This design comes from an exercise in tuning for small area and a short achievable clock period on the open sky130 flow, not from production work. RTL that was checked went through simulation tests only; none was proved equivalent to the original. Function not checked in runs 6 and 7: the RTL went through the layout flow alone. Power and IR drop assume default switching activity.

File: flow/flow/run.sh
#!/bin/bash
# Layout flow: the standard flow (standard.sh) with these changes:
#  - synthesis is the standard flow's synthesis script (flow/synth.tcl) with other ABC
#    mapping scripts: modules on the input-to-output paths (RdPort AddrGen) are mapped
#    for delay (flow/fast.abc), the rest for area (flow/area.abc); the
#    half/full-adder extraction is off. Registers are unchanged.
#  - port buffers are plain buf_4 cells;
#  - setup repair aims for a slack margin of 6 ns.
# Each step's full output goes to its own log file here.
set -euo pipefail
F=$(pwd)/flow
MY_ABC_SCRIPT=$F/area.abc MY_ABC_FAST_SCRIPT=$F/fast.abc MY_ABC_FAST_MODULES="RdPort AddrGen" \
  bash standard.sh SYNTH_SCRIPT=$F/synth.tcl ADDER_MAP_FILE= SYNTH_HIERARCHICAL=1 SYNTH_MINIMUM_KEEP_SIZE=0 synth > synth.log 2>&1
bash standard.sh "BUFFER_PORTS_ARGS=-buffer_cell sky130_fd_sc_hd__buf_4" SETUP_SLACK_MARGIN=6  finish > layout.log 2>&1
File: flow/flow/area.abc
strash; dc2; &get -n; &dch -f; &nf -R 1000; &put
File: flow/flow/fast.abc
&get -n; &st; &dch; &nf; &put
File: flow/flow/synth.tcl
# The standard flow's synthesis script (synth_recipe.tcl) with one change: the ABC mapping
# script. MY_ABC_SCRIPT replaces ORFS's script; with SYNTH_HIERARCHICAL 1, the
# modules named in MY_ABC_FAST_MODULES are mapped with MY_ABC_FAST_SCRIPT
# instead. Registers are not touched by ABC.
proc synth {args} { yosys synth -nofsm -noshare {*}$args }
proc abc {args} {
  set i [lsearch -exact $args -script]
  if { $i < 0 || ![info exists ::env(MY_ABC_SCRIPT)] } {
    yosys abc {*}$args
    return
  }
  set fast {}
  if { [info exists ::env(MY_ABC_FAST_MODULES)] } { set fast $::env(MY_ABC_FAST_MODULES) }
  if { [llength $fast] > 0 } {
    set fargs $args
    lset fargs [expr {$i + 1}] $::env(MY_ABC_FAST_SCRIPT)
    yosys abc {*}$fargs {*}$fast
    # the rest: ABC leaves the cells mapped above alone
    lset args [expr {$i + 1}] $::env(MY_ABC_SCRIPT)
    yosys abc {*}$args
  } else {
    lset args [expr {$i + 1}] $::env(MY_ABC_SCRIPT)
    yosys abc {*}$args
  }
}
source $::env(SCRIPTS_DIR)/synth.tcl
# left out here: clear keep_hierarchy, flatten, clean up, hide names made inside functions, write 1_2_yosys.v
File: flow/standard.sh
#!/bin/bash
# synth_recipe.tcl (not shown) runs the flow's synth.tcl, then flattens the netlist and writes it again
# the make line also repeats each setting of config.mk as NAME=value (left out here)
make -C /OpenROAD-flow-scripts/flow DESIGN_CONFIG=/design/flow/config.mk WORK_HOME=/design/flow/orfs CLKGATE_MAP_FILE= SYNTH_SCRIPT=/design/flow/synth_recipe.tcl "${@:-finish}"
File: flow/config.mk
export PLATFORM = sky130hd
export DESIGN_NAME = DataPath16BitCpu_Clean
export DESIGN_NICKNAME = DataPath16BitCpu_Clean
export VERILOG_FILES = /design/flow/design.v
export SDC_FILE = /design/flow/constraint.sdc
export NUM_CORES = 4
export LEC_CHECK = 0
export CAP_MARGIN = 20
export CORE_MARGIN = 2
export CORE_UTILIZATION = 40
export PLACE_DENSITY = 0.6
export SLEW_MARGIN = 20
File: flow/constraint.sdc
create_clock -name core_clock -period 14.0 [get_ports {Clk}]
set_input_delay 2.8000 -clock core_clock [delete_from_list [all_inputs] [get_ports {Clk}]]
set_output_delay 2.8000 -clock core_clock [all_outputs]
set_load 0.01 [all_outputs]
File: flow/design.v
`timescale 1ns / 1ps
module DataPath16BitCpu_Clean(Clk,Reset,Restart,Ins,Mem_Out,PC,A,ALU_Out,B,MemWrite);
    input Clk;                           
    input Reset;                         
    input Restart;                       
    input [15:0] Ins;                    
    input [15:0] Mem_Out;                
    output [15:0] PC;                    
    output [15:0] A;                     
    output [15:0] ALU_Out;               
    output [15:0] B;                     
    output MemWrite;                     
    wire [3:0] op = Ins[15:12];
    wire [3:0] rs = Ins[11:8];
    wire [3:0] rt = Ins[7:4];
    wire [3:0] rd = Ins[3:0];
    wire is_lw  = (op == 4'd8);
    wire is_sw  = (op == 4'd10);
    wire is_bne = (op == 4'd14);
    wire is_jmp = (op == 4'd15);
    wire is_r   = (op == 4'd0) | (op == 4'd1) | (op == 4'd2) | (op == 4'd6) | (op == 4'd7);
    wire we     = is_r | is_lw;
    wire [3:0] wa = op[3] ? rt : rd;     
    assign MemWrite = is_sw;
    wire [15:0] C;                       
    wire [15:0] wsel;                    
    wire [15:0] V;                       
    wire [255:0] Rf;
    genvar i;
    generate
        for (i = 0; i < 16; i = i + 1) begin : dec
            assign wsel[i] = we & (wa == i);
        end
    endgenerate
    genvar j;
    generate
        for (j = 0; j < 16; j = j + 1) begin : rf
            reg [15:0] q;
            always @(posedge Clk)
                if (wsel[j]) q <= C;
            assign Rf[j*16 +: 16] = q;
        end
    endgenerate
    reg [15:0] Vr;
    always @(posedge Clk or negedge Reset)
        if (~Reset) Vr <= 16'd0;
        else Vr <= Vr | wsel;
    assign V = Vr;
    RdPort    rdA  (.a(rs), .V(V), .Rf(Rf), .y(A));
    RdPort    rdB  (.a(rt), .V(V), .Rf(Rf), .y(B));
    AddrGen   agen (.A(A), .off(Ins[3:0]), .y(ALU_Out));
    wire ne;
    ALU16     alu  (.op(op), .A(A), .B(B), .Mem_Out(Mem_Out), .C(C), .ne(ne));
    reg [15:0] PCr;
    wire [15:0] PC_Next;
    PCNext    pcn  (.PC(PCr), .Ins(Ins), .taken(is_bne & ne), .jmp(is_jmp), .nxt(PC_Next));
    always @(posedge Clk or negedge Restart)
        if (~Restart) PCr <= 16'd0;
        else PCr <= PC_Next;
    assign PC = PCr;
endmodule
module RdPort(a, V, Rf, y);
    input [3:0] a;
    input [15:0] V;
    input [255:0] Rf;
    output [15:0] y;
    wire [15:0] s;
    genvar b, k;
    generate
        for (k = 0; k < 16; k = k + 1) begin : dec
            assign s[k] = (a == k) & V[k];
        end
        for (b = 0; b < 16; b = b + 1) begin : bit_
            wire [7:0] p;
            for (k = 0; k < 8; k = k + 1) begin : pair
                assign p[k] = (s[2*k] & Rf[(2*k)*16 + b]) | (s[2*k+1] & Rf[(2*k+1)*16 + b]);
            end
            assign y[b] = (p[0] | p[1] | p[2] | p[3]) | (p[4] | p[5] | p[6] | p[7]);
        end
    endgenerate
endmodule
module AddrGen(A, off, y);
    input [15:0] A;
    input [3:0] off;
    output [15:0] y;
    wire [3:0] g = A[3:0] & off;
    wire [3:0] p = A[3:0] ^ off;
    wire c1 = g[0];
    wire c2 = g[1] | (p[1] & g[0]);
    wire c3 = g[2] | (p[2] & g[1]) | (p[2] & p[1] & g[0]);
    wire c4 = g[3] | (p[3] & g[2]) | (p[3] & p[2] & g[1]) | (p[3] & p[2] & p[1] & g[0]);
    wire incr = c4 & ~off[3];
    wire decr = ~c4 & off[3];
    wire [15:4] ones, zeros;             
    assign ones[4] = 1'b1;
    assign zeros[4] = 1'b1;
    genvar i;
    generate
        for (i = 5; i < 16; i = i + 1) begin : pfx
            assign ones[i]  = &A[i-1:4];
            assign zeros[i] = ~|A[i-1:4];
        end
    endgenerate
    assign y = {A[15:4] ^ (({12{incr}} & ones) | ({12{decr}} & zeros)), p ^ {c3, c2, c1, 1'b0}};
endmodule
module ALU16(op, A, B, Mem_Out, C, ne);
    input [3:0] op;
    input [15:0] A, B, Mem_Out;
    output [15:0] C;
    output ne;
    wire sub = op[2];                    
    wire [15:0] y = B ^ {16{sub}};
    wire [15:0] sum = A + y + {15'd0, sub};
    assign ne = ~&(A ^ y);               
    reg [15:0] res;
    always @(*)
        case (op[2:0])
            3'd0: res = A & B;
            3'd1: res = A | B;
            3'd7: res = {16{sum[15]}};
            default: res = sum;          
        endcase
    assign C = op[3] ? Mem_Out : res;    
endmodule
module PCNext(PC, Ins, taken, jmp, nxt);
    input [15:0] PC;
    input [15:0] Ins;
    input taken, jmp;
    output [15:0] nxt;
    wire [15:0] pc1 = PC + 16'd1;
    wire [15:0] pcb = pc1 + {{12{Ins[3]}}, Ins[3:0]};
    assign nxt = jmp ? Ins : taken ? pcb : pc1;
endmodule
==> reports/metrics.cfg, run 1 <==
[run_status]
status = complete, no violations

[route]
ant_nets = 0
drt_first_iter_violations = 1264
drc = 0
wl_um = 51000
first_pass_iters = 7
viasPerCell = 6.42
num_vias = 12239
post_drt_wl_per_cell_um = 26.8

[clock_network]
clkTransAtPathRegs_ps = 60
cts_sinks = 288
cts_tree = built
htreeDepth = 1
cts_hold_buf = 0
cts_buffers = 30
root_buffer = clkbuf_16
clk_latency_ps = 580
clock_path_buffers = 3

[sta]
finalClockSkew_ps = 24.5
hold_viol = 0
fin_crit_ps = 8270
rsz0062_at_grt = yes
setup_viol = 0
finalSetupTns_ps = 0
worstMarginPinSlew_ps = 1170
fmax_mhz = 121
fin_crit_sh = 0.590
relSlewSlack = 0.216
hold_slack_ps = 506
maxSlewViolCount = 0

[place]
portBuffers = 99
dp_hpwl_um = 30300
dpl_cell_area_um2 = 15800
dp.cells = 1716
gp_congestion = 0.896

[final_layout]
drive_gt1_frac = 0.295
nets = 1462
syn_to_final_growth_pct = 33.0
diodes = 0
stdcell_area_um2 = 18900
final_cells = 1905
nFillCells = 2846

[min_path]
hp-class = flip-flop to flip-flop

[worst_setup_path]
slowest_stage = a31oi_4
cpLargestDelayFamily = simple AND/OR/NAND/NOR gates
max_stage_delay_ps = 300
critical_path_arrival_ps = 5470
cp_common_cell = buf_6
cp-start-kind = input port
critPathRequiredTime_ps = 11200
worstSetupPathType = input port to primary output
path_max_fanout = 6
end_kind = primary output
cp_cell_sequence = buf_6, nor2b_4, and3_4, buf_6, a22oi_1, and4_1, nand4_1, buf_6, xor2_4, nand4_1, a31oi_4, buf_12, buf_16, o22ai_4, xnor2_1, buf_4
path_buf_inv = 6

[floorplanning]
initial_utilization = 0.409
rows = 68
chipWidth_um = 192
fp.coreArea_um2 = 34700
die_area_um2 = 37000
die_h_um = 192
io_pins = 100

[run]
max_cap_viol_count = 0

[yosys]
yosysTopAreaCell = edfxtp_1
synth_seq_cells = 288
synth_seq_area_share = 0.598
synth_nets = 1170
netlist-cell-type-count = 46
synth_edf_count = 256
ys.flop_type = edfxtp_1
synth.cell_area_um2 = 14200
synth_top_area_frac = 0.542
synth_area_per_cell_um2 = 12.5
synth_cells = 1135
synthTopCellsByArea = edfxtp_1 54%, a22oi_1 11%, dfrtp_1 5.6%
yosysWarnings = 8
async_reset_ff_frac = 0.111

[power]
p_switching_uw = 903
p_seq_frac = 0.392
p_int_uw = 1840
pwr-share-clk = 0.272
power_density_nw_per_um2 = 145
ir_worst_vdd_uv = 107
total_leakage_power_uw = 0.00645
switching_share = 0.329
power_frac_comb = 0.335

[global_routing]
grt_pass1_vias = 11822
overflow = 0
grt_pass1_wl_um = 73900
antenna_found_initial = 0
grt_max_degree = 43
grtUsageTotal = 0.270

## per-layer routing
layer / vias up / GRT usage / part of all wire
met4: 0 / 0.0995 / 0.041
met3: 172 / 0.0611 / 0.11
met5: - / 0 / 0
li1: 5320 / - / -
met1: 5992 / 0.361 / 0.40
met2: 755 / 0.432 / 0.45
## Yosys cell counts (3+ instances only)
master    number
a221oi_1      32
o21ai_0       34
a32oi_1        9
a22oi_1      202
and4_1        38
nor4_1         6
nand2b_1      11
nor3_1         7
a31o_1         3
edfxtp_1     256
or2_0         24
and3_1        39
and2_0        10
mux2_1         3
a22o_1        38
nor2b_1       15
a21o_1         5
a31oi_1        4
mux2i_1        6
dfrtp_1       32
xor2_1        37
nand3_1       12
o211ai_1       4
nand2_1       63
a211oi_1       3
clkinv_1      13
o221ai_1       5
a21oi_1       43
nor2_1        74
maj3_1         9
nand4_1       36
xnor2_1       44
## worst paths after layout
kind / start / end / slack [ps] / cells after the start
max: Ins[8] / ALU_Out[6] / 5730 / 16
min: Vr[6]$_DFF_PN0_ / Vr[6]$_DFF_PN0_ / 510 / 1
max reg2reg: Vr[11]$_DFF_PN0_ / rf[14].q[7]$_DFFE_PP_ / 8310 / 27
min in group asynchronous: Reset / Vr[12]$_DFF_PN0_ / 2080 / 1
min reg2reg: Vr[6]$_DFF_PN0_ / Vr[6]$_DFF_PN0_ / 510 / 1
max in group asynchronous: Restart / PCr[15]$_DFF_PN0_ / 11710 / 1
## Yosys stat by module, one instance, submodules excluded
module                  cell area (µm²)  cells inside  flip-flops and latches  times used
AddrGen                             453            65                       0           1
ALU16                              1220           202                       0           1
PCNext                              901           152                       0           1
DataPath16BitCpu_Clean             8830           348                     288           1
RdPort                             1390           184                       0           2
## what timing repair did
| action | in CTS | in global routing |
|---|---|---|
| buffers inserted | 106 | 20 |
| gates cloned | 5 | 3 |
| resized for setup | 129 | 71 |
| pin swaps | 71 | 48 |
| endpoints found under the setup margin | 272 | 269 |
## cell type report
type,count,area (µm²),share of cell area
Sequential cell,288,8490,0.450
Multi-Input combinational cell,841,6600,0.350
Timing Repair Buffer,253,2240,0.119
Clock buffer,37,777,0.0412
Tap cell,455,569,0.0302
Clock inverter,18,145,0.00769
Inverter,13,48.8,0.00259
## power by group through the flow
stage,registers [µW],clock network (µW),logic [µW]
6_report,1080,747,921
5_1_grt,1080,791,986
4_1_cts,1080,755,823
3_5_place_dp,1090,0,712
3_3_place_gp,1090,0,708
2_1_floorplan,1090,0,443
## layout by cell type, fill, tap and decap left out, types with 10 or more instances in the layout
cell	instances
a21oi_1	32
a221oi_1	23
a22o_1	32
a22oi_1	181
a22oi_2	21
and3_1	17
and3_4	22
and4_1	29
buf_12	20
buf_4	216
buf_6	14
clkbuf_16	30
clkinv_1	21
dfrtp_1	32
edfxtp_1	256
nand2_1	62
nand2b_1	11
nand3_1	12
nand4_1	36
nor2_1	69
nor2b_1	10
o21ai_0	27
or2_0	22
xnor2_1	42
xor2_1	32
## flip-flops by register name, summed over array words and instances, names as in the netlist
name / count
rf.q: 256
Vr: 16
PCr: 16
## metrics by stage
step	total power, µW	setup WS, ps	util
5_1_grt	2860	5630	0.543
3_5_place_dp	1800	4380	0.456
6_report	2740	5730	0.543
3_3_place_gp	1800	4580	0.456
4_1_cts	2650	5810	0.526
2_1_floorplan	1530	5910	-
## cells by family after synthesis
group           Yosys count  synth area share
compound gates          395             0.204
xor+xnor                 81            0.0500
fa+ha+maj                 9           0.00635
buf+inv                  13           0.00344
flops                   288             0.598
mux                       9           0.00661
simple gates            340             0.131
==> inputs of run 2 (changes only) <==
--- a/flow/flow/run.sh
+++ b/flow/flow/run.sh
@@ -5,10 +5,10 @@
 #    for delay (flow/fast.abc), the rest for area (flow/area.abc); the
 #    half/full-adder extraction is off. Registers are unchanged.
 #  - port buffers are plain buf_4 cells;
-#  - setup repair aims for a slack margin of 6 ns.
+#  - setup repair aims for a slack margin of 5 ns.
 # Each step's full output goes to its own log file here.
 set -euo pipefail
 F=$(pwd)/flow
 MY_ABC_SCRIPT=$F/area.abc MY_ABC_FAST_SCRIPT=$F/fast.abc MY_ABC_FAST_MODULES="RdPort AddrGen" \
   bash standard.sh SYNTH_SCRIPT=$F/synth.tcl ADDER_MAP_FILE= SYNTH_HIERARCHICAL=1 SYNTH_MINIMUM_KEEP_SIZE=0 synth > synth.log 2>&1
-bash standard.sh "BUFFER_PORTS_ARGS=-buffer_cell sky130_fd_sc_hd__buf_4" SETUP_SLACK_MARGIN=6  finish > layout.log 2>&1
+bash standard.sh "BUFFER_PORTS_ARGS=-buffer_cell sky130_fd_sc_hd__buf_4" SETUP_SLACK_MARGIN=5  "CTS_ARGS=-sink_clustering_enable -repair_clock_nets -dont_use_dummy_load -buf_list {sky130_fd_sc_hd__clkbuf_4 sky130_fd_sc_hd__clkbuf_8}" "BUFFER_PORTS_ARGS=-buffer_cell sky130_fd_sc_hd__buf_2" finish > layout.log 2>&1
==> reports/metrics.cfg, run 2 <==
[run_status]
status = complete, no violations

[clock_network]
root_buffer = clkbuf_8
cts_sinks = 288
clkTransAtPathRegs_ps = 50
clk_latency_ps = 600
cts_hold_buf = 0
htreeDepth = 2
cts_tree = built
clock_path_buffers = 3
cts_buffers = 47

[global_routing]
grt_max_degree = 40
grt_pass1_wl_um = 66800
grtUsageTotal = 0.244
grt_pass1_vias = 10904
antenna_found_initial = 0
overflow = 0

[yosys]
synth_seq_cells = 288
ys.flop_type = edfxtp_1
synth_edf_count = 256
synth_top_area_frac = 0.542
synth_fa_ha_area_frac = 0.00635
synth_seq_area_share = 0.598
yosys-mux-area-fraction = 0.00661
async_reset_ff_frac = 0.111
synth_xor_area_frac = 0.0500
synth_compound_area_frac = 0.204
yosysMostFrequentCell = edfxtp_1
synthTopCellsByCount = 256 x edfxtp_1, 202 x a22oi_1, 74 x nor2_1, 63 x nand2_1, 44 x xnor2_1
synth_cells = 1135
yosysTopAreaCell = edfxtp_1
synth_area_per_cell_um2 = 12.5
synth_top_family_by_area = compound AO/OA/AOI/OAI gates
yosysWarnings = 8
synth_nets = 1170
synth.cell_area_um2 = 14200
netlist-cell-type-count = 46
synthTopCellsByArea = edfxtp_1 54%, a22oi_1 11%, dfrtp_1 5.6%
synth-simple-area-share = 0.131

[route]
drt_first_iter_violations = 996
drc = 0
wl_um = 46000
viasPerCell = 6.38
ant_nets = 0
first_pass_iters = 6
post_drt_wl_per_cell_um = 25.6
num_vias = 11465

[sta]
setup_viol = 0
rsz0062_at_grt = no
hold_viol = 0
finalSetupTns_ps = 0
maxSlewViolCount = 0
fin_crit_sh = 0.627
fmax_mhz = 114
hold_slack_ps = 499
finalClockSkew_ps = 76.5
fin_crit_ps = 8770
relSlewSlack = 0.347
worstMarginPinSlew_ps = 976

[final_layout]
nets = 1380
diodes = 0
syn_to_final_growth_pct = 16.5
mostFrequentLayoutCell = edfxtp_1
stdcell_area_um2 = 16500
largest_reg_flops = 256
layout_common_cells = 256 x edfxtp_1, 202 x a22oi_1, 99 x buf_2, 69 x nor2_1, 63 x nand2_1
drive_gt1_frac = 0.186
regMostFlops = rf.q
reg_top3 = rf.q: 256 flops, PCr: 16 flops, Vr: 16 flops
nFillCells = 3067
post-route-util = 0.476

[floorplanning]
rows = 68
io_pins = 100
die_h_um = 192
fp.coreArea_um2 = 34700
initial_utilization = 0.409
chipWidth_um = 192
die_area_um2 = 37000

[place]
portBuffers = 99
gp_congestion = 0.871
dp_hpwl_um = 29600
dpl_cell_area_um2 = 15500

[worst_setup_path]
path_max_fanout = 16
critPathRequiredTime_ps = 11200
end_kind = primary output
critical_path_arrival_ps = 5970
worstSetupPathType = input port to primary output
cp-start-kind = input port

[power]
pwr-share-clk = 0.247
switching_share = 0.328
ir_worst_vdd_uv = 70.0
p_switching_uw = 783
power_density_nw_per_um2 = 144
total_leakage_power_uw = 0.00548
p_int_uw = 1600
p_seq_frac = 0.450
power_frac_comb = 0.303

[min_path]
hp-class = flip-flop to flip-flop

[run]
max_cap_viol_count = 0

==> run 2: cell types whose count changed in the layout (fill, tap and decap cells not counted), moves of 12 or more <==
cell | before | now
and3_2 | 0 | 14
clkbuf_8 | 0 | 47
buf_4 | 216 | 61
a22oi_1 | 181 | 202
and3_4 | 22 | 10
clkbuf_16 | 30 | 0
buf_12 | 20 | 0
buf_6 | 14 | 1
buf_2 | 0 | 99
a22oi_2 | 21 | 0
==> run 2: Yosys stat by module, one instance, submodules excluded <==
module                  copies in the design  flip-flops and latches
ALU16                                      1                       0
DataPath16BitCpu_Clean                     1                     288
RdPort                                     2                       0
PCNext                                     1                       0
AddrGen                                    1                       0
==> run 2: layout make-up <==
type                       instances  area [µm²]  area share
clock buffer                      47         647      0.0391
inverter                          13        48.8     0.00295
multi-input combinational        834        5810       0.352
sequential                       288        8490       0.513
tap                              455         569      0.0344
timing repair buffer             161         965      0.0584
==> run 2: timing repair <==
action | CTS | global route
gates resized for setup | 18 | 34
pin swaps | 1 | 8
buffers inserted | 2 | 28
endpoints found under the setup margin | 56 | 252
==> run 2: worst paths after layout <==
kind                       slack [ps]                     to  cells past startpoint             start
max                              5230            ALU_Out[14]                     12           Ins[10]
min reg2reg                       500       Vr[12]$_DFF_PN0_                      1  Vr[12]$_DFF_PN0_
min                               500       Vr[12]$_DFF_PN0_                      1  Vr[12]$_DFF_PN0_
max in group asynchronous       11530      PCr[10]$_DFF_PN0_                      1           Restart
min in group asynchronous        2170        Vr[5]$_DFF_PN0_                      1             Reset
max reg2reg                      7770  rf[14].q[4]$_DFFE_PP_                     27   Vr[2]$_DFF_PN0_
==> run 2: logic make-up after synthesis <==
kind of cell | count (synthesis)
XOR/XNOR | 81
buffers and inverters | 13
AND/OR/NAND/NOR | 340
multiplexers | 9
AO/OA/AOI/OAI | 395
flip-flops | 288
adder cells (fa/ha/maj) | 9
==> run 2: stage by stage <==
stage / power [µW] / cells / setup slack, ps
6_report: 2390 / 1798 / 5230
3_5_place_dp: 1760 / 1721 / 4090
4_1_cts: 2350 / 1770 / 4990
5_1_grt: 2510 / 1798 / 4960
3_3_place_gp: 1750 / 1720 / 4410
2_1_floorplan: 1530 / 1135 / 5540
==> run 2: power by group through the flow <==
| stage | combinational (µW) | clock, µW | sequential, µW |
|---|---|---|---|
| 2_1_floorplan | 436 | 0 | 1090 |
| 3_3_place_gp | 664 | 0 | 1090 |
| 3_5_place_dp | 674 | 0 | 1090 |
| 4_1_cts | 682 | 600 | 1070 |
| 5_1_grt | 793 | 633 | 1080 |
| 6_report | 724 | 590 | 1070 |
==> run 2: worst max-delay path, stage by stage <==
cell and delay, ps:
buf_2 150, and2_0 220, and3_2 400, a22oi_1 250, and4_1 350, nand4_1 350, xnor2_1 340, o21a_1 210
and4_2 400, a32o_1 190, xor2_1 140, buf_2 160
==> run 2: layer usage <==
metal	track usage	part of all wire	vias to the layer above
met5	0	0	-
li1	-	-	5086
met3	0.0496	0.096	104
met4	0.101	0.032	0
met2	0.386	0.46	623
met1	0.327	0.41	5652
==> inputs of run 3 (changes only) <==
--- a/flow/flow/run.sh
+++ b/flow/flow/run.sh
@@ -11,4 +11,4 @@
 F=$(pwd)/flow
 MY_ABC_SCRIPT=$F/area.abc MY_ABC_FAST_SCRIPT=$F/fast.abc MY_ABC_FAST_MODULES="RdPort AddrGen" \
   bash standard.sh SYNTH_SCRIPT=$F/synth.tcl ADDER_MAP_FILE= SYNTH_HIERARCHICAL=1 SYNTH_MINIMUM_KEEP_SIZE=0 synth > synth.log 2>&1
-bash standard.sh "BUFFER_PORTS_ARGS=-buffer_cell sky130_fd_sc_hd__buf_4" SETUP_SLACK_MARGIN=5  "CTS_ARGS=-sink_clustering_enable -repair_clock_nets -dont_use_dummy_load -buf_list {sky130_fd_sc_hd__clkbuf_4 sky130_fd_sc_hd__clkbuf_8}" "BUFFER_PORTS_ARGS=-buffer_cell sky130_fd_sc_hd__buf_2" finish > layout.log 2>&1
+bash standard.sh "BUFFER_PORTS_ARGS=-buffer_cell sky130_fd_sc_hd__buf_4" SETUP_SLACK_MARGIN=5  "CTS_ARGS=-sink_clustering_enable -repair_clock_nets -dont_use_dummy_load -buf_list {sky130_fd_sc_hd__clkbuf_8}" finish > layout.log 2>&1
==> reports/metrics.cfg, run 3 <==
[min_path]
worst_hold_path.endpoint = Vr[13]$_DFF_PN0_
min_from = Vr[13]$_DFF_PN0_
hp-class = flip-flop to flip-flop
holdPathStages = 1

[place]
portBuffers = 99
dp_hpwl_um = 29800
dp.cells = 1719
gp_congestion = 0.903

[yosys]
yosysTopAreaCell = edfxtp_1
synth_xor_area_frac = 0.0500
netlist-cell-type-count = 46
synth_compound_area_frac = 0.204
synthTopCellsByCount = 256 x edfxtp_1, 202 x a22oi_1, 74 x nor2_1, 63 x nand2_1, 44 x xnor2_1
yosysMostFrequentCell = edfxtp_1
async_reset_ff_frac = 0.111
synth_top_area_frac = 0.542
synth_fa_ha_area_frac = 0.00635
synth_area_per_cell_um2 = 12.5
ys.flop_type = edfxtp_1
synth_nets = 1170
yosysWarnings = 8
synth.cell_area_um2 = 14200
synth_edf_count = 256
synth_cells = 1135
synthTopCellsByArea = edfxtp_1 54%, a22oi_1 11%, dfrtp_1 5.6%
yosys-mux-area-fraction = 0.00661
synth_seq_cells = 288
synth_top_family_by_area = compound AO/OA/AOI/OAI gates
synth-simple-area-share = 0.131
synth_seq_area_share = 0.598

[worst_setup_path]
crit_start = Ins[8]
path_buf_inv = 3
cp_cell_sequence = buf_4, nor2_1, and3_1, a22oi_1, nand4_1, buf_4, xor2_1, nand4_1, and4_2, a32o_1, xor2_1, buf_4
max_stage_delay_ps = 810
r2r_start = Vr[3]$_DFF_PN0_
critPathRequiredTime_ps = 11200
timing.rr.end = rf[14].q[4]$_DFFE_PP_
cp.depth = 12
path_max_fanout = 16
end_kind = primary output
cpLargestDelayFamily = simple AND/OR/NAND/NOR gates
critical_path_arrival_ps = 6070
slowest_stage = and3_1
r2r_slack_ps = 7520
worst-r2r-cell-count = 26
cp_common_cell = buf_4
cp-start-kind = input port
worstSetupPathType = input port to primary output

[clock_network]
root_buffer = clkbuf_8
clk_latency_ps = 590
htreeDepth = 2
cts_hold_buf = 0
cts_tree = built
clock_path_buffers = 3
cts_sinks = 288
clkTransAtPathRegs_ps = 50
cts_buffers = 45

[sta]
rsz0062_at_grt = yes
setup_viol = 0
finalSetupTns_ps = 0
fin_crit_sh = 0.634
hold_viol = 0
hold_slack_ps = 495
relSlewSlack = 0.325
worstMarginPinSlew_ps = 1010
finalClockSkew_ps = 109
fmax_mhz = 113
maxSlewViolCount = 0
fin_crit_ps = 8870

[global_routing]
grt_max_degree = 40
grt_pass1_vias = 10936
antenna_found_initial = 0
grt_pass1_wl_um = 65600
overflow = 0
grtUsageTotal = 0.240

[floorplanning]
die_h_um = 192
fp.coreArea_um2 = 34700
die_area_um2 = 37000
rows = 68
initial_utilization = 0.409
chipWidth_um = 192
io_pins = 100

[power]
p_switching_uw = 781
power_frac_comb = 0.317
switching_share = 0.324
total_leakage_power_uw = 0.00556
pwr-share-clk = 0.237
p_seq_frac = 0.446
p_int_uw = 1630
finalPower_uw = 2410
power_density_nw_per_um2 = 144
ir_worst_vdd_uv = 65.7

[route]
drc = 0
num_vias = 11428
drt_first_iter_violations = 1002
post_drt_wl_per_cell_um = 25.0
first_pass_iters = 6
wl_um = 44900
ant_nets = 0
viasPerCell = 6.36

[final_layout]
largest_reg_flops = 256
reg_top3 = rf.q: 256 flops, PCr: 16 flops, Vr: 16 flops
drive_gt1_frac = 0.182
regMostFlops = rf.q
mostFrequentLayoutCell = edfxtp_1
layout_common_cells = 256 x edfxtp_1, 202 x a22oi_1, 161 x buf_4, 72 x nor2_1, 63 x nand2_1
syn_to_final_growth_pct = 17.7
final_cells = 1798
nFillCells = 3096
diodes = 0
nets = 1380

[run]
max_cap_viol_count = 0

[run_status]
status = complete, no violations

[run 3: cell counts after synthesis]
Identical to the previous run, type by type.
[run 3: layout make-up]
type	instances	area [µm²]	share of cell area
clock buffers	45	619	0.0371
multi-input cells	834	5740	0.344
flip-flops and latches	288	8490	0.508
well taps	455	569	0.0341
repair buffers	163	1230	0.0739
inverters	13	48.8	0.00292
[run 3: per-stage QoR]
stage / cell area [µm²] / worst slack [ps] / util
5_1_grt: 16700 / 4980 / 0.481
6_report: 16700 / 5130 / 0.481
4_1_cts: 16400 / 5010 / 0.472
3_5_place_dp: 15700 / 4210 / 0.453
2_1_floorplan: 14200 / 5540 / -
3_3_place_gp: 15700 / 4430 / 0.453
[run 3: repair_timing]
action | in CTS | in global routing
setup endpoints to repair | 63 | 194
pin swaps | 0 | 11
setup buffers | 0 | 34
gates resized for setup | 15 | 24
[run 3: worst max path at each step]
| stage | endpoint | slack (ps) |
|---|---|---|
| 2_1_floorplan | ALU_Out[14] | 5540 |
| 3_3_place_gp | rf[8].q[13]$_DFFE_PP_ | 4430 |
| 3_5_place_dp | rf[11].q[1]$_DFFE_PP_ | 4210 |
| 4_1_cts | ALU_Out[11] | 5010 |
| 5_1_grt | rf[9].q[4]$_DFFE_PP_ | 4980 |
| 6_report | ALU_Out[14] | 5130 |
[run 3: modules after synthesis (local to each module, per instance)]
module,cells,cell area (µm²),copies in the design
RdPort,184,1390,2
DataPath16BitCpu_Clean,348,8830,1
AddrGen,65,453,1
ALU16,202,1220,1
PCNext,152,901,1
[run 3: logic make-up (layout without fill, tap and decap cells)]
family | after synthesis | after routing
mux | 9 | 9
fa+ha+maj | 9 | 9
xor+xnor | 81 | 81
simple gates | 340 | 340
flops | 288 | 288
compound gates | 395 | 395
buf+inv | 13 | 221
[run 3: power by group through the flow]
| stage | sequential (µW) | combinational [µW] | clock, µW |
|---|---|---|---|
| final | 1070 | 763 | 571 |
| after global routing | 1080 | 830 | 615 |
| after CTS | 1070 | 717 | 580 |
| after detailed placement | 1090 | 712 | 0 |
| after global placement | 1090 | 704 | 0 |
| after floorplan | 1090 | 436 | 0 |
[run 3: worst reg2reg max path, delay by kind of cell, from the launching register on]
kind	cells	cell delay, ps
simple gates	10	2240
compound gates	13	2870
flops	1	390
xor+xnor	3	610
[run 3: per-layer routing]
layer	vias to the layer above	part of all wire	track usage
li1	5094	-	-
met1	5594	0.40	0.305
met2	593	0.47	0.394
met3	147	0.092	0.0562
met4	0	0.042	0.102
met5	-	0	0
==> inputs of run 4 (changes only) <==
--- a/flow/flow/run.sh
+++ b/flow/flow/run.sh
@@ -11,4 +11,4 @@
 F=$(pwd)/flow
 MY_ABC_SCRIPT=$F/area.abc MY_ABC_FAST_SCRIPT=$F/fast.abc MY_ABC_FAST_MODULES="RdPort AddrGen" \
   bash standard.sh SYNTH_SCRIPT=$F/synth.tcl ADDER_MAP_FILE= SYNTH_HIERARCHICAL=1 SYNTH_MINIMUM_KEEP_SIZE=0 synth > synth.log 2>&1
-bash standard.sh "BUFFER_PORTS_ARGS=-buffer_cell sky130_fd_sc_hd__buf_4" SETUP_SLACK_MARGIN=5  "CTS_ARGS=-sink_clustering_enable -repair_clock_nets -dont_use_dummy_load -buf_list {sky130_fd_sc_hd__clkbuf_8}" finish > layout.log 2>&1
+bash standard.sh "BUFFER_PORTS_ARGS=-buffer_cell sky130_fd_sc_hd__buf_4" SETUP_SLACK_MARGIN=5  finish > layout.log 2>&1
==> reports/metrics.cfg, run 4 <==
[worst_setup_path]
cp-start-kind = input port
critical_path_arrival_ps = 6060
r2r_slack_ps = 7520
worstSetupPathType = input port to primary output
worst-r2r-cell-count = 25
end_kind = primary output
path_max_fanout = 16
critPathRequiredTime_ps = 11200

[power]
total_leakage_power_uw = 0.00568
power_density_nw_per_um2 = 154
ir_worst_vdd_uv = 106

[sta]
rsz0062_at_grt = yes
finalClockSkew_ps = 20.3
fin_crit_ps = 8860
fin_crit_sh = 0.633
worstMarginPinSlew_ps = 1050
hold_slack_ps = 497
relSlewSlack = 0.298
setup_viol = 0
finalSetupTns_ps = 0
fmax_mhz = 113
hold_viol = 0
maxSlewViolCount = 0

[route]
num_vias = 11494
drt_first_iter_violations = 1067
drc = 0
wl_um = 44900
viasPerCell = 6.38
first_pass_iters = 5
post_drt_wl_per_cell_um = 24.9
ant_nets = 0

[clock_network]
root_buffer = clkbuf_16
cts_buffers = 29
cts_tree = built
htreeDepth = 1
clock_path_buffers = 3
cts_sinks = 288
clk_latency_ps = 560
clkTransAtPathRegs_ps = 60
cts_hold_buf = 0

[yosys]
ys.flop_type = edfxtp_1
synth_seq_cells = 288
synth_cells = 1135
netlist-cell-type-count = 46
yosysMostFrequentCell = edfxtp_1
yosysWarnings = 8
yosysTopAreaCell = edfxtp_1
synthTopCellsByCount = 256 x edfxtp_1, 202 x a22oi_1, 74 x nor2_1, 63 x nand2_1, 44 x xnor2_1
synth_edf_count = 256
synth_area_per_cell_um2 = 12.5
synth.cell_area_um2 = 14200
synthTopCellsByArea = edfxtp_1 54%, a22oi_1 11%, dfrtp_1 5.6%
synth_top_area_frac = 0.542
synth_seq_area_share = 0.598
async_reset_ff_frac = 0.111
synth_nets = 1170

[floorplanning]
initial_utilization = 0.409
die_h_um = 192
rows = 68
io_pins = 100
fp.coreArea_um2 = 34700
chipWidth_um = 192
die_area_um2 = 37000

[global_routing]
antenna_found_initial = 0
grt_pass1_vias = 10816
grt_pass1_wl_um = 65400
grtUsageTotal = 0.238
overflow = 0
grt_max_degree = 40

[final_layout]
regMostFlops = rf.q
nets = 1360
largest_reg_flops = 256
layout_common_cells = 256 x edfxtp_1, 202 x a22oi_1, 157 x buf_4, 72 x nor2_1, 63 x nand2_1
syn_to_final_growth_pct = 19.9
reg_top3 = rf.q: 256 flops, PCr: 16 flops, Vr: 16 flops
mostFrequentLayoutCell = edfxtp_1
diodes = 0
post-route-util = 0.490
drive_gt1_frac = 0.177
stdcell_area_um2 = 17000

[place]
dp_hpwl_um = 29800
gp_congestion = 0.903
portBuffers = 99
dpl_cell_area_um2 = 15700

[min_path]
holdPathStages = 1
hp-class = flip-flop to flip-flop

[run]
max_cap_viol_count = 0

[run_status]
status = complete, no violations

-- run 4: cell counts after synthesis --
No cell type changed its count.
-- run 4: metrics by stage --
step | cells | worst slack [ps] | power (µW)
global placement | 1718 | 4430 | 1790
floorplan | 1135 | 5540 | 1530
detailed placement | 1719 | 4210 | 1800
finish | 1802 | 5140 | 2610
CTS | 1772 | 5010 | 2580
global route | 1802 | 4990 | 2730
-- run 4: final cells by class --
class	count	area, µm²
tap	455	569
clock buffer	33	741
clock inverter	20	215
sequential	288	8490
fill	3042	17700
multi-input combinational	834	5740
inverter	13	48.8
timing repair buffer	159	1200
-- run 4: critical path: stages --
cell and delay [ps]:
buf_4 120, nor2b_1 320, and3_1 820, a22oi_1 140
nand4_1 270, buf_4 200, xor2_1 210, nand4_1 210
and4_2 390, a32o_1 250, xor2_1 140, buf_4 160
-- run 4: Yosys stat by module (local to each module, per instance) --
module	cell area, µm²	times used	cells inside	flops+latches
PCNext	901	1	152	0
RdPort	1390	2	184	0
ALU16	1220	1	202	0
AddrGen	453	1	65	0
DataPath16BitCpu_Clean	8830	1	348	288
-- run 4: cells by family (layout without fill, tap and decap cells) --
| kind of cell | Yosys count | after routing | synth area share |
|---|---|---|---|
| AOI/OAI and AO/OA | 395 | 395 | 0.204 |
| and+or+nand+nor | 340 | 340 | 0.131 |
| DFF | 288 | 288 | 0.598 |
| xor gates and xnor gates | 81 | 81 | 0.0500 |
| buffers and inverters | 13 | 225 | 0.00344 |
| adders and majority gates | 9 | 9 | 0.00635 |
| muxes | 9 | 9 | 0.00661 |
-- run 4: where the power goes --
group	total, µW	switching, µW	internal (µW)
logic	760	454	306
registers	1070	39.0	1030
clock network	779	325	454
total	2610	818	1790
-- run 4: worst paths after layout --
kind,startpoint,end
max,Ins[9],ALU_Out[14]
min,Vr[13]$_DFF_PN0_,Vr[13]$_DFF_PN0_
max reg2reg,Vr[3]$_DFF_PN0_,rf[14].q[4]$_DFFE_PP_
min reg2reg,Vr[13]$_DFF_PN0_,Vr[13]$_DFF_PN0_
max in group asynchronous,Restart,PCr[14]$_DFF_PN0_
min in group asynchronous,Restart,PCr[4]$_DFF_PN0_
-- run 4: repair_timing --
item                       in CTS  in global routing
setup endpoints to repair      44                179
buffers inserted                0                 30
gates cloned                    0                  0
pin swaps                       0                  9
gates resized for setup        15                 24
-- run 4: routing by layer --
metal	share of wire	GRT usage	vias to the layer above
li1	-	-	5082
met1	0.40	0.306	5659
met2	0.47	0.398	632
met3	0.096	0.0515	121
met4	0.035	0.0840	0
met5	0	0	-
==> inputs of run 5 (changes only) <==
--- a/flow/flow/run.sh
+++ b/flow/flow/run.sh
@@ -11,4 +11,4 @@
 F=$(pwd)/flow
 MY_ABC_SCRIPT=$F/area.abc MY_ABC_FAST_SCRIPT=$F/fast.abc MY_ABC_FAST_MODULES="RdPort AddrGen" \
   bash standard.sh SYNTH_SCRIPT=$F/synth.tcl ADDER_MAP_FILE= SYNTH_HIERARCHICAL=1 SYNTH_MINIMUM_KEEP_SIZE=0 synth > synth.log 2>&1
-bash standard.sh "BUFFER_PORTS_ARGS=-buffer_cell sky130_fd_sc_hd__buf_4" SETUP_SLACK_MARGIN=5  finish > layout.log 2>&1
+bash standard.sh "BUFFER_PORTS_ARGS=-buffer_cell sky130_fd_sc_hd__buf_4" SETUP_SLACK_MARGIN=5  "CTS_ARGS=-sink_clustering_enable -repair_clock_nets -dont_use_dummy_load -buf_list {sky130_fd_sc_hd__clkbuf_4 sky130_fd_sc_hd__clkbuf_8} -sink_clustering_size 20 -sink_clustering_max_diameter 50" "BUFFER_PORTS_ARGS=-buffer_cell sky130_fd_sc_hd__buf_2" finish > layout.log 2>&1
==> reports/metrics.cfg, run 5 <==
[floorplanning]
io_pins = 100
die_area_um2 = 37000
chipWidth_um = 192
rows = 68
initial_utilization = 0.409
die_h_um = 192
fp.coreArea_um2 = 34700

[sta]
finalSetupTns_ps = 0
relSlewSlack = 0.342
hold_viol = 0
fmax_mhz = 114
fin_crit_sh = 0.629
fin_crit_ps = 8810
maxSlewViolCount = 0
rsz0062_at_grt = yes
finalClockSkew_ps = 56.9
worstMarginPinSlew_ps = 983
setup_ws_ps = 5190
setup_viol = 0

[place]
portBuffers = 99
preCtsSetupSlack_ps = 4090
dp_hpwl_um = 29600
dpl_cell_area_um2 = 15500
gp_congestion = 0.871

[yosys]
synth_area_per_cell_um2 = 12.5
synth_top_area_frac = 0.542
synth_cells = 1135
yosysWarnings = 8
yosysMostFrequentCell = edfxtp_1
synthTopCellsByArea = edfxtp_1 54%, a22oi_1 11%, dfrtp_1 5.6%
ys.flop_type = edfxtp_1
synth_nets = 1170
synth_seq_area_share = 0.598
async_reset_ff_frac = 0.111
synth_edf_count = 256
synth_seq_cells = 288
synth.cell_area_um2 = 14200
netlist-cell-type-count = 46
yosysTopAreaCell = edfxtp_1
synthTopCellsByCount = 256 x edfxtp_1, 202 x a22oi_1, 74 x nor2_1, 63 x nand2_1, 44 x xnor2_1

[final_layout]
diodes = 0
stdcell_area_um2 = 16200
reg_top3 = rf.q: 256 flops, PCr: 16 flops, Vr: 16 flops
nets = 1358
mostFrequentLayoutCell = edfxtp_1
syn_to_final_growth_pct = 14.3
post-route-util = 0.467
regMostFlops = rf.q
layout_common_cells = 256 x edfxtp_1, 202 x a22oi_1, 99 x buf_2, 69 x nor2_1, 63 x nand2_1
drive_gt1_frac = 0.172
nFillCells = 3108
largest_reg_flops = 256

[clock_network]
root_buffer = clkbuf_8
clkTransAtPathRegs_ps = 80
htreeDepth = 1
cts_hold_buf = 0
cts_buffers = 27
cts_tree = built
cts_sinks = 288
clk_latency_ps = 590
clock_path_buffers = 3

[min_path]
holdPathStages = 1
min_from = Vr[12]$_DFF_PN0_
worst_hold_path.endpoint = Vr[12]$_DFF_PN0_
hp-class = flip-flop to flip-flop

[global_routing]
grtUsageTotal = 0.241
grt_pass1_wl_um = 66300
grt_pass1_vias = 10763
overflow = 0
grt_max_degree = 40
antenna_found_initial = 0

[power]
total_leakage_power_uw = 0.00534
ir_worst_vdd_uv = 74.2
finalPower_uw = 2230
power_density_nw_per_um2 = 137

[worst_setup_path]
cpLargestDelayFamily = simple AND/OR/NAND/NOR gates
worstSetupPathType = input port to primary output
worst-r2r-cell-count = 24
slowest_stage = and3_1
max_stage_delay_ps = 800
r2r_start = Vr[9]$_DFF_PN0_
path_max_fanout = 16
end_kind = primary output
cp_cell_sequence = buf_2, nor2_1, and3_1, a221oi_1, nand4_1, buf_4, xor2_1, nand4_1, a31oi_4, a32o_1, xor2_1, buf_2
cp-start-kind = input port
critPathRequiredTime_ps = 11200
r2r_slack_ps = 7690
critical_path_arrival_ps = 6010
timing.rr.end = rf[10].q[13]$_DFFE_PP_
path_buf_inv = 3

[route]
post_drt_wl_per_cell_um = 25.5
first_pass_iters = 5
viasPerCell = 6.36
wl_um = 45300
ant_nets = 0
num_vias = 11303
drc = 0
drt_first_iter_violations = 993

[run_status]
status = complete, no violations

[run]
max_cap_viol_count = 0

-- run 5: cell counts after synthesis --
Identical to the previous run, type by type.
-- run 5: worst max path at each step --
stage           start                     end  cells past startpoint
2_1_floorplan  Ins[9]             ALU_Out[14]                     10
3_3_place_gp   Ins[4]  rf[14].q[13]$_DFFE_PP_                     27
3_5_place_dp   Ins[4]   rf[8].q[13]$_DFFE_PP_                     27
4_1_cts        Ins[9]             ALU_Out[14]                     12
5_1_grt        Ins[9]             ALU_Out[14]                     12
6_report       Ins[8]             ALU_Out[14]                     12
-- run 5: Yosys stat by module (local to each module, per instance) --
module                  times used  area [µm²]  flops+latches  cells inside
ALU16                            1        1220              0           202
AddrGen                          1         453              0            65
PCNext                           1         901              0           152
RdPort                           2        1390              0           184
DataPath16BitCpu_Clean           1        8830            288           348
-- run 5: power by group --
group          leakage (µW)  internal [µW]  switching (µW)  total [µW]
logic               0.00247            272             447         718
registers           0.00267           1030            38.2        1070
clock network      0.000194            171             265         436
-- run 5: metal layers --
metal,part of all wire,wire length (µm),GRT usage,vias to the layer above
met1,0.41,18400,0.327,5586
met4,0.028,1250,0.0898,0
met2,0.46,20900,0.384,583
li1,-,-,-,5042
met3,0.11,4800,0.0480,92
met5,0,0,0,-
-- run 5: layout make-up --
type / instances / area, µm² / area share
well taps: 455 / 569 / 0.0351
clock buffers: 27 / 372 / 0.0229
repair buffers: 159 / 950 / 0.0586
flip-flops and latches: 288 / 8490 / 0.524
inverters: 13 / 48.8 / 0.00301
multi-input cells: 834 / 5780 / 0.357
-- run 5: logic make-up after synthesis --
kind of cell | synth area share
compound gates | 0.204
simple gates | 0.131
flops | 0.598
xor+xnor | 0.0500
buf+inv | 0.00344
mux | 0.00661
fa+ha+maj | 0.00635
-- run 5: what timing repair did --
item / CTS / global route
pin swaps: 1 / 8
setup endpoints to repair: 44 / 252
buffers inserted: 2 / 26
gates resized for setup: 19 / 24
-- run 5: stage by stage --
step / hold WS [ps] / instances
after floorplan: 449 / 1135
after global placement: 475 / 1720
after detailed placement: 483 / 1721
after CTS: 503 / 1750
after global routing: 516 / 1776
final: 507 / 1776
==> inputs of run 6 (changes only) <==
--- a/flow/design.v
+++ b/flow/design.v
@@ -89,8 +89,6 @@
     wire c2 = g[1] | (p[1] & g[0]);
     wire c3 = g[2] | (p[2] & g[1]) | (p[2] & p[1] & g[0]);
     wire c4 = g[3] | (p[3] & g[2]) | (p[3] & p[2] & g[1]) | (p[3] & p[2] & p[1] & g[0]);
-    wire incr = c4 & ~off[3];
-    wire decr = ~c4 & off[3];
     wire [15:4] ones, zeros;             
     assign ones[4] = 1'b1;
     assign zeros[4] = 1'b1;
@@ -101,7 +99,9 @@
             assign zeros[i] = ~|A[i-1:4];
         end
     endgenerate
-    assign y = {A[15:4] ^ (({12{incr}} & ones) | ({12{decr}} & zeros)), p ^ {c3, c2, c1, 1'b0}};
+    wire [15:4] hi1 = off[3] ? A[15:4] : A[15:4] ^ ones;     
+    wire [15:4] hi0 = off[3] ? A[15:4] ^ zeros : A[15:4];    
+    assign y = {c4 ? hi1 : hi0, p ^ {c3, c2, c1, 1'b0}};
 endmodule
 module ALU16(op, A, B, Mem_Out, C, ne);
     input [3:0] op;
@@ -110,7 +110,8 @@
     output ne;
     wire sub = op[2];                    
     wire [15:0] y = B ^ {16{sub}};
-    wire [15:0] sum = A + y + {15'd0, sub};
+    wire [15:0] sum;
+    Add16 add (.a(A), .b(y), .ci(sub), .s(sum));
     assign ne = ~&(A ^ y);               
     reg [15:0] res;
     always @(*)
@@ -131,3 +132,9 @@
     wire [15:0] pcb = pc1 + {{12{Ins[3]}}, Ins[3:0]};
     assign nxt = jmp ? Ins : taken ? pcb : pc1;
 endmodule
+module Add16(a, b, ci, s);
+    input [15:0] a, b;
+    input ci;
+    output [15:0] s;
+    assign s = a + b + {15'd0, ci};
+endmodule
==> flow/flow/run.sh (replaced) <==
#!/bin/bash
# Layout flow: the standard flow (standard.sh) with these changes:
#  - synthesis is the standard flow's synthesis script (flow/synth.tcl) with other ABC
#    mapping scripts: modules on the input-to-output paths (RdPort AddrGen Add16) are mapped
#    for delay (flow/fast.abc), the rest for area (flow/area.abc); the
#    half/full-adder extraction is off. Registers are unchanged.
#  - port buffers are plain buf_4 cells;
#  - setup repair aims for a slack margin of 5 ns.
# Each step's full output goes to its own log file here.
set -euo pipefail
F=$(pwd)/flow
MY_ABC_SCRIPT=$F/area.abc MY_ABC_FAST_SCRIPT=$F/fast.abc MY_ABC_FAST_MODULES="RdPort AddrGen Add16" \
  bash standard.sh SYNTH_SCRIPT=$F/synth.tcl ADDER_MAP_FILE= SYNTH_HIERARCHICAL=1 SYNTH_MINIMUM_KEEP_SIZE=0 synth > synth.log 2>&1
bash standard.sh "BUFFER_PORTS_ARGS=-buffer_cell sky130_fd_sc_hd__buf_4" SETUP_SLACK_MARGIN=5  "CTS_ARGS=-sink_clustering_enable -repair_clock_nets -dont_use_dummy_load -buf_list {sky130_fd_sc_hd__clkbuf_4 sky130_fd_sc_hd__clkbuf_8}" "BUFFER_PORTS_ARGS=-buffer_cell sky130_fd_sc_hd__buf_2" finish > layout.log 2>&1
==> reports/metrics.cfg, run 6 <==
[run_status]
status = complete, no violations

[route]
post_drt_wl_per_cell_um = 25.1
ant_nets = 0
wl_um = 46100
viasPerCell = 6.34
drc = 0
first_pass_iters = 25
drt_first_iter_violations = 1136
num_vias = 11663

[yosys]
async_reset_ff_frac = 0.111
yosysTopAreaCell = edfxtp_1
synth_seq_area_share = 0.585
synth_edf_count = 256
yosys-mux-area-fraction = 0.0136
synth_top_family_by_area = compound AO/OA/AOI/OAI gates
synth_cells = 1176
synth.cell_area_um2 = 14500
synthTopCellsByArea = edfxtp_1 53%, a22oi_1 10%, dfrtp_1 5.5%
ys.flop_type = edfxtp_1
synth_area_per_cell_um2 = 12.3
synth_top_area_frac = 0.530
netlist-cell-type-count = 44
synth_nets = 1211
synth_fa_ha_area_frac = 0.0124
synth_seq_cells = 288
synth_xor_area_frac = 0.0664
yosysWarnings = 8
synth_compound_area_frac = 0.192
synth-simple-area-share = 0.128
yosysMostFrequentCell = edfxtp_1
synthTopCellsByCount = 256 x edfxtp_1, 197 x a22oi_1, 87 x nand2_1, 78 x nor2_1, 73 x xnor2_1

[floorplanning]
initial_utilization = 0.407
chipWidth_um = 194
fp.coreArea_um2 = 35700
io_pins = 100
rows = 69
die_h_um = 194
die_area_um2 = 37800

[final_layout]
nets = 1417
diodes = 0
post-route-util = 0.470
reg_top3 = rf.q: 256 flops, PCr: 16 flops, Vr: 16 flops
layout_common_cells = 256 x edfxtp_1, 197 x a22oi_1, 99 x buf_2, 87 x nand2_1, 75 x nor2_1
syn_to_final_growth_pct = 15.5
mostFrequentLayoutCell = edfxtp_1
regMostFlops = rf.q
drive_gt1_frac = 0.165
nFillCells = 3210
stdcell_area_um2 = 16800
largest_reg_flops = 256

[power]
p_seq_frac = 0.433
pwr-share-clk = 0.235
power_density_nw_per_um2 = 151
ir_worst_vdd_uv = 62.4
p_int_uw = 1670
total_leakage_power_uw = 0.00554
power_frac_comb = 0.332
p_switching_uw = 856
switching_share = 0.339

[sta]
maxSlewViolCount = 0
fin_crit_ps = 8800
fin_crit_sh = 0.629
relSlewSlack = 0.265
hold_slack_ps = 503
setup_ws_ps = 5200
rsz0062_at_grt = no
hold_viol = 0
fmax_mhz = 114
finalClockSkew_ps = 69.1
setup_viol = 0
finalSetupTns_ps = 0
worstMarginPinSlew_ps = 1100

[global_routing]
grtUsageTotal = 0.239
overflow = 0
grt_pass1_vias = 11311
grt_pass1_wl_um = 68000
grt_max_degree = 45
antenna_found_initial = 1

[clock_network]
cts_buffers = 48
root_buffer = clkbuf_8
clk_latency_ps = 570
htreeDepth = 2
clock_path_buffers = 3
clkTransAtPathRegs_ps = 50
cts_tree = built
cts_sinks = 288

[worst_setup_path]
cp-start-kind = input port
critPathRequiredTime_ps = 11200
end_kind = primary output
worstSetupPathType = input port to primary output
path_max_fanout = 16
critical_path_arrival_ps = 6000

[run]
max_cap_viol_count = 0

[place]
preCtsSetupSlack_ps = 4600
dpl_cell_area_um2 = 15800
portBuffers = 99
dp_hpwl_um = 30500
gp_congestion = 0.893

[min_path]
hp-class = flip-flop to flip-flop

[run 6: changes by cell type after synthesis, sizes merged, moves of 5 or more]
cell    change
a22oi       -5
xnor2      +29
a21oi       -7
nor2b       -5
o31ai      +16
a32oi       -9
a22o        -5
maj3        +9
nand2b      -5
nand2      +24
mux2i       +7
[run 6: modules after synthesis, one instance, submodules excluded]
module                  flip-flops and latches  cells inside  area, µm²  copies in the design
Add16                                        0           110        671                     1
PCNext                                       0           152        901                     1
ALU16                                        0           123        811                     1
DataPath16BitCpu_Clean                     288           348       8830                     1
AddrGen                                      0            75        512                     1
RdPort                                       0           184       1390                     2
[run 6: area by class of cell]
| cell class | count | area [µm²] | area share |
|---|---|---|---|
| flip-flops and latches | 288 | 8490 | 0.507 |
| repair buffers | 156 | 923 | 0.0551 |
| clock buffers | 48 | 661 | 0.0394 |
| well taps | 461 | 577 | 0.0344 |
| inverters | 10 | 37.5 | 0.00224 |
| multi-input cells | 878 | 6070 | 0.362 |
[run 6: final timing paths]
| check | endpoint | cells after the start | slack, ps | start |
|---|---|---|---|---|
| max | ALU_Out[13] | 12 | 5200 | Ins[9] |
| min | Vr[5]$_DFF_PN0_ | 1 | 500 | Vr[5]$_DFF_PN0_ |
| max reg2reg | rf[13].q[3]$_DFFE_PP_ | 16 | 8350 | Vr[12]$_DFF_PN0_ |
| min reg2reg | Vr[5]$_DFF_PN0_ | 1 | 500 | Vr[5]$_DFF_PN0_ |
| max in group asynchronous | Vr[5]$_DFF_PN0_ | 1 | 11510 | Reset |
| min in group asynchronous | Vr[4]$_DFF_PN0_ | 1 | 2170 | Reset |
[run 6: timing repair]
action / CTS / global route
hold buffers: 0 / 0
hold endpoints to repair: 0 / 0
setup buffers: 1 / 23
pin swaps: 1 / 7
gates resized for setup: 14 / 16
endpoints found under the setup margin: 10 / 11
[run 6: logic make-up after synthesis]
group           Yosys count
flops                   288
xor+xnor                110
simple gates            349
buf+inv                  10
fa+ha+maj                18
compound gates          382
mux                      19
[run 6: per-stage QoR]
stage | total power [µW] | cells
finish | 2530 | 1841
global route | 2660 | 1841
CTS | 2500 | 1818
detailed placement | 1910 | 1769
global placement | 1900 | 1769
floorplan | 1630 | 1176
[run 6: power groups by stage]
stage	logic [µW]	registers, µW	clock network (µW)
after CTS	803	1090	604
after floorplan	519	1110	0
after global routing	915	1100	640
final	839	1090	592
after global placement	788	1110	0
after detailed placement	797	1110	0
[run 6: worst max-delay path, cell delays in order]
cell,delay (ps)
buf_2,160
and2_0,240
and3_2,500
a22oi_1,160
and4_1,260
nand4_1,340
nand2_1,140
o21ai_1,370
a21o_2,360
mux2_1,370
xnor2_1,130
buf_2,160
[run 6: layer usage]
layer	vias to the layer above	GRT usage	wire, µm
met5	-	0	13
met4	2	0.107	1690
met3	125	0.0588	4110
met2	583	0.387	21600
met1	5752	0.303	18700
li1	5201	-	-
==> inputs of run 7 (changes only) <==
==> flow/flow/run.sh (replaced) <==
#!/bin/bash
# Layout flow: the standard flow (standard.sh) with these changes:
#  - synthesis is the standard flow's synthesis script (flow/synth.tcl) with other ABC
#    mapping scripts: modules on the input-to-output paths (RdPort AddrGen Add16) are mapped
#    for delay (flow/fast.abc), the rest for area (flow/area.abc); the
#    half/full-adder extraction is off. Registers are unchanged.
#  - port buffers are plain buf_4 cells;
#  - setup repair aims for a slack margin of 6 ns.
# Each step's full output goes to its own log file here.
set -euo pipefail
F=$(pwd)/flow
MY_ABC_SCRIPT=$F/area.abc MY_ABC_FAST_SCRIPT=$F/fast.abc MY_ABC_FAST_MODULES="RdPort AddrGen Add16" \
  bash standard.sh SYNTH_SCRIPT=$F/synth.tcl ADDER_MAP_FILE= SYNTH_HIERARCHICAL=1 SYNTH_MINIMUM_KEEP_SIZE=0 synth > synth.log 2>&1
bash standard.sh "BUFFER_PORTS_ARGS=-buffer_cell sky130_fd_sc_hd__buf_4" SETUP_SLACK_MARGIN=6  "CTS_ARGS=-sink_clustering_enable -repair_clock_nets -dont_use_dummy_load -buf_list {sky130_fd_sc_hd__clkbuf_4 sky130_fd_sc_hd__clkbuf_8}" "BUFFER_PORTS_ARGS=-buffer_cell sky130_fd_sc_hd__buf_2" finish > layout.log 2>&1
==> reports/metrics.cfg, run 7 <==
[run_status]
status = complete, no violations

[worst_setup_path]
cp_cell_sequence = buf_12, buf_12, nor2_4, and3_4, a22oi_1, and4_1, nand4_1, buf_4, nand2_1, nor4_4, nand2_1, mux2_4, xnor2_2, buf_2
slowest_stage = and3_4
timing.rr.end = rf[7].q[7]$_DFFE_PP_
worst-r2r-cell-count = 21
max_stage_delay_ps = 390
crit_start = Ins[8]
path_buf_inv = 4
critical_path_arrival_ps = 5480
end_kind = primary output
path_max_fanout = 16
r2r_slack_ps = 8680
r2r_start = Vr[15]$_DFF_PN0_
cpLargestDelayFamily = simple AND/OR/NAND/NOR gates
worstSetupPathType = input port to primary output
critPathRequiredTime_ps = 11200
cp-start-kind = input port

[run]
max_cap_viol_count = 0

[sta]
setup_viol = 0
fin_crit_ps = 8280
relSlewSlack = 0.337
maxSlewViolCount = 0
hold_viol = 0
rsz0062_at_grt = yes
fin_crit_sh = 0.592
fmax_mhz = 121
finalSetupTns_ps = 0
worstMarginPinSlew_ps = 995
finalClockSkew_ps = 88.8

[place]
dp.cells = 1763
dp_hpwl_um = 30500
portBuffers = 99
gp_congestion = 0.940
dpl_cell_area_um2 = 15900

[min_path]
worst_hold_path.endpoint = Vr[3]$_DFF_PN0_
hp-class = flip-flop to flip-flop
min_from = Vr[3]$_DFF_PN0_
holdPathStages = 1

[power]
finalPower_uw = 2610
power_density_nw_per_um2 = 145
ir_worst_vdd_uv = 58.4
total_leakage_power_uw = 0.00616

[clock_network]
cts_sinks = 288
clock_path_buffers = 3
htreeDepth = 2
cts_hold_buf = 0
cts_tree = built
cts_buffers = 48
clk_latency_ps = 590
clkTransAtPathRegs_ps = 50
root_buffer = clkbuf_8

[route]
drc = 0
first_pass_iters = 23
wl_um = 48100
num_vias = 12159
post_drt_wl_per_cell_um = 25.0
viasPerCell = 6.32
drt_first_iter_violations = 1128
ant_nets = 0

[yosys]
yosysMostFrequentCell = edfxtp_1
yosysWarnings = 8
synth_area_per_cell_um2 = 12.3
async_reset_ff_frac = 0.111
synth_top_family_by_area = compound AO/OA/AOI/OAI gates
synth_fa_ha_area_frac = 0.0124
synthTopCellsByArea = edfxtp_1 53%, a22oi_1 10%, dfrtp_1 5.5%
netlist-cell-type-count = 44
synth_top_area_frac = 0.530
synth_xor_area_frac = 0.0664
yosys-mux-area-fraction = 0.0136
synth_compound_area_frac = 0.192
synth_edf_count = 256
synthTopCellsByCount = 256 x edfxtp_1, 197 x a22oi_1, 87 x nand2_1, 78 x nor2_1, 73 x xnor2_1
synth.cell_area_um2 = 14500
ys.flop_type = edfxtp_1
synth_seq_area_share = 0.585
synth_nets = 1211
yosysTopAreaCell = edfxtp_1
synth_seq_cells = 288
synth-simple-area-share = 0.128
synth_cells = 1176

[global_routing]
overflow = 0
grt_pass1_vias = 11963
grtUsageTotal = 0.249
grt_pass1_wl_um = 71600
antenna_found_initial = 0
grt_max_degree = 45

[final_layout]
seq_area_um2 = 8490
multi_input_area_um2 = 6510
layout_common_cells = 256 x edfxtp_1, 178 x a22oi_1, 98 x buf_4, 95 x buf_2, 86 x nand2_1
drive_gt1_frac = 0.262
stdcell_area_um2 = 18100
syn_to_final_growth_pct = 24.5
mostFrequentLayoutCell = edfxtp_1
final_cells = 1923
reg_top3 = rf.q: 256 flops, PCr: 16 flops, Vr: 16 flops
nets = 1498
largest_reg_flops = 256
regMostFlops = rf.q
nFillCells = 3069

[floorplanning]
die_h_um = 194
initial_utilization = 0.407
fp.coreArea_um2 = 35700
io_pins = 100
chipWidth_um = 194
rows = 69
die_area_um2 = 37800

==> run 7: cell types whose count changed in the layout (fill, tap and decap cells not counted), moves of 9 or more <==
| cell | before | now |
|---|---|---|
| buf_4 | 57 | 98 |
| a221oi_2 | 0 | 9 |
| a22oi_1 | 197 | 178 |
| a221oi_1 | 33 | 24 |
| and3_4 | 7 | 17 |
| a22oi_2 | 0 | 19 |
| buf_6 | 0 | 30 |
==> run 7: cells by family (layout without fill, tap and decap cells) <==
logic type / Yosys count / count (layout)
AO/OA/AOI/OAI: 382 / 382
AND/OR/NAND/NOR: 349 / 350
flip-flops: 288 / 288
XOR/XNOR: 110 / 110
multiplexers: 19 / 19
adder cells (fa/ha/maj): 18 / 18
buffers and inverters: 10 / 294
other: 0 / 1
==> run 7: report_power, final <==
group / leakage (µW) / internal [µW] / switching, µW
clock network: 0.000345 / 301 / 294
logic: 0.00313 / 367 / 553
registers: 0.00268 / 1060 / 41.9
==> run 7: modules after synthesis (local to each module, per instance) <==
| module | cells inside | times used | flip-flops and latches | cell area, µm² |
|---|---|---|---|---|
| Add16 | 110 | 1 | 0 | 671 |
| DataPath16BitCpu_Clean | 348 | 1 | 288 | 8830 |
| ALU16 | 123 | 1 | 0 | 811 |
| AddrGen | 75 | 1 | 0 | 512 |
| RdPort | 184 | 2 | 0 | 1390 |
| PCNext | 152 | 1 | 0 | 901 |
==> run 7: worst max path at each step <==
stage | endpoint | slack (ps) | cells after the start
after floorplan | ALU_Out[13] | 5960 | 10
after global placement | ALU_Out[13] | 5180 | 11
after detailed placement | ALU_Out[13] | 5050 | 11
after CTS | ALU_Out[13] | 5690 | 13
after global routing | ALU_Out[13] | 5590 | 14
final | ALU_Out[13] | 5720 | 14
==> run 7: layout make-up <==
| type | count | area share |
|---|---|---|
| repair buffers | 236 | 0.0988 |
| diodes | 1 | 0.000139 |
| flip-flops and latches | 288 | 0.470 |
| inverters | 10 | 0.00208 |
| well taps | 461 | 0.0319 |
| clock buffers | 48 | 0.0366 |
| multi-input cells | 879 | 0.360 |
==> run 7: per-stage QoR <==
step | setup slack [ps] | hold slack [ps] | util
2_1_floorplan | 5960 | 449 | -
3_3_place_gp | 5180 | 483 | 0.446
3_5_place_dp | 5050 | 487 | 0.447
4_1_cts | 5690 | 503 | 0.495
5_1_grt | 5590 | 512 | 0.506
6_report | 5720 | 505 | 0.506
==> run 7: repair_timing <==
| action | 4_1_cts | 5_1_grt |
|---|---|---|
| cloned | 1 | 0 |
| resized for setup | 90 | 52 |
| pin swaps | 51 | 36 |
| endpoints found under the setup margin | 15 | 253 |
| buffers inserted | 84 | 23 |
==> run 7: worst register-to-register path, stage by stage (launching register included) <==
cell	delay (ps)
dfrtp_1	450
and3_4	220
buf_4	160
a22oi_2	200
and4_4	270
nand4_1	170
buf_4	180
buf_6	110
buf_6	110
buf_4	130
buf_4	140
xnor2_1	350
o21ai_0	150
a21oi_1	280
o21ai_0	320
a41oi_1	460
xnor2_1	160
o21ai_0	140
nand2_2	370
a21oi_1	90
o31ai_1	390
buf_4	290
==> run 7: metal layers <==
layer / track usage / vias to the layer above / share of wire
met5: 0 / - / 0
li1: - / 5360 / -
met1: 0.337 / 6033 / 0.41
met2: 0.402 / 667 / 0.46
met4: 0.0869 / 0 / 0.025
met3: 0.0491 / 99 / 0.098

[port drivers added, routing unchanged]
In the flow no input, the clock included, has a driving cell. The finished layouts below were timed again as built, in two steps. Step 1, drivers: a clkbuf_16 drives Clk and a buf_2 each remaining input, both assumed. Step 2 moves the port delays by t, midway between the first and last clock arrival at a register: inputs arrive t later, outputs are due t later. That takes back most of the time a late clock gives input paths. a / b / c = no drivers / after step 1 / after step 2; a / b = the first two.
| run | t (ns) | setup slack, ns | hold WS [ns] | slew at the worst register clock pin (ns) |
|---|---|---|---|---|
| run 1 | 0.619 | 5.735 / 5.700 / 5.590 | 0.506 / 0.506 / 0.506 | 0.06 / 0.06 |
| run 2 | 0.603 | 5.228 / 5.207 / 4.941 | 0.499 / 0.499 / 0.499 | 0.07 / 0.07 |
| run 3 | 0.584 | 5.125 / 5.103 / 4.695 | 0.495 / 0.495 / 0.495 | 0.06 / 0.06 |
| run 4 | 0.602 | 5.143 / 5.119 / 4.699 | 0.497 / 0.497 / 0.497 | 0.07 / 0.07 |
| run 5 | 0.611 | 5.191 / 5.171 / 4.895 | 0.507 / 0.507 / 0.507 | 0.11 / 0.11 |
| run 6 | 0.583 | 5.198 / 5.178 / 5.178 | 0.503 / 0.503 / 0.503 | 0.06 / 0.06 |
| run 7 | 0.596 | 5.716 / 5.670 / 5.670 | 0.505 / 0.505 / 0.505 | 0.06 / 0.06 |
After both steps every run listed still meets setup and hold. For run 4, which loses most, drivers alone change the setup slack by -0.024 ns; drivers and shift together by -0.444 ns.
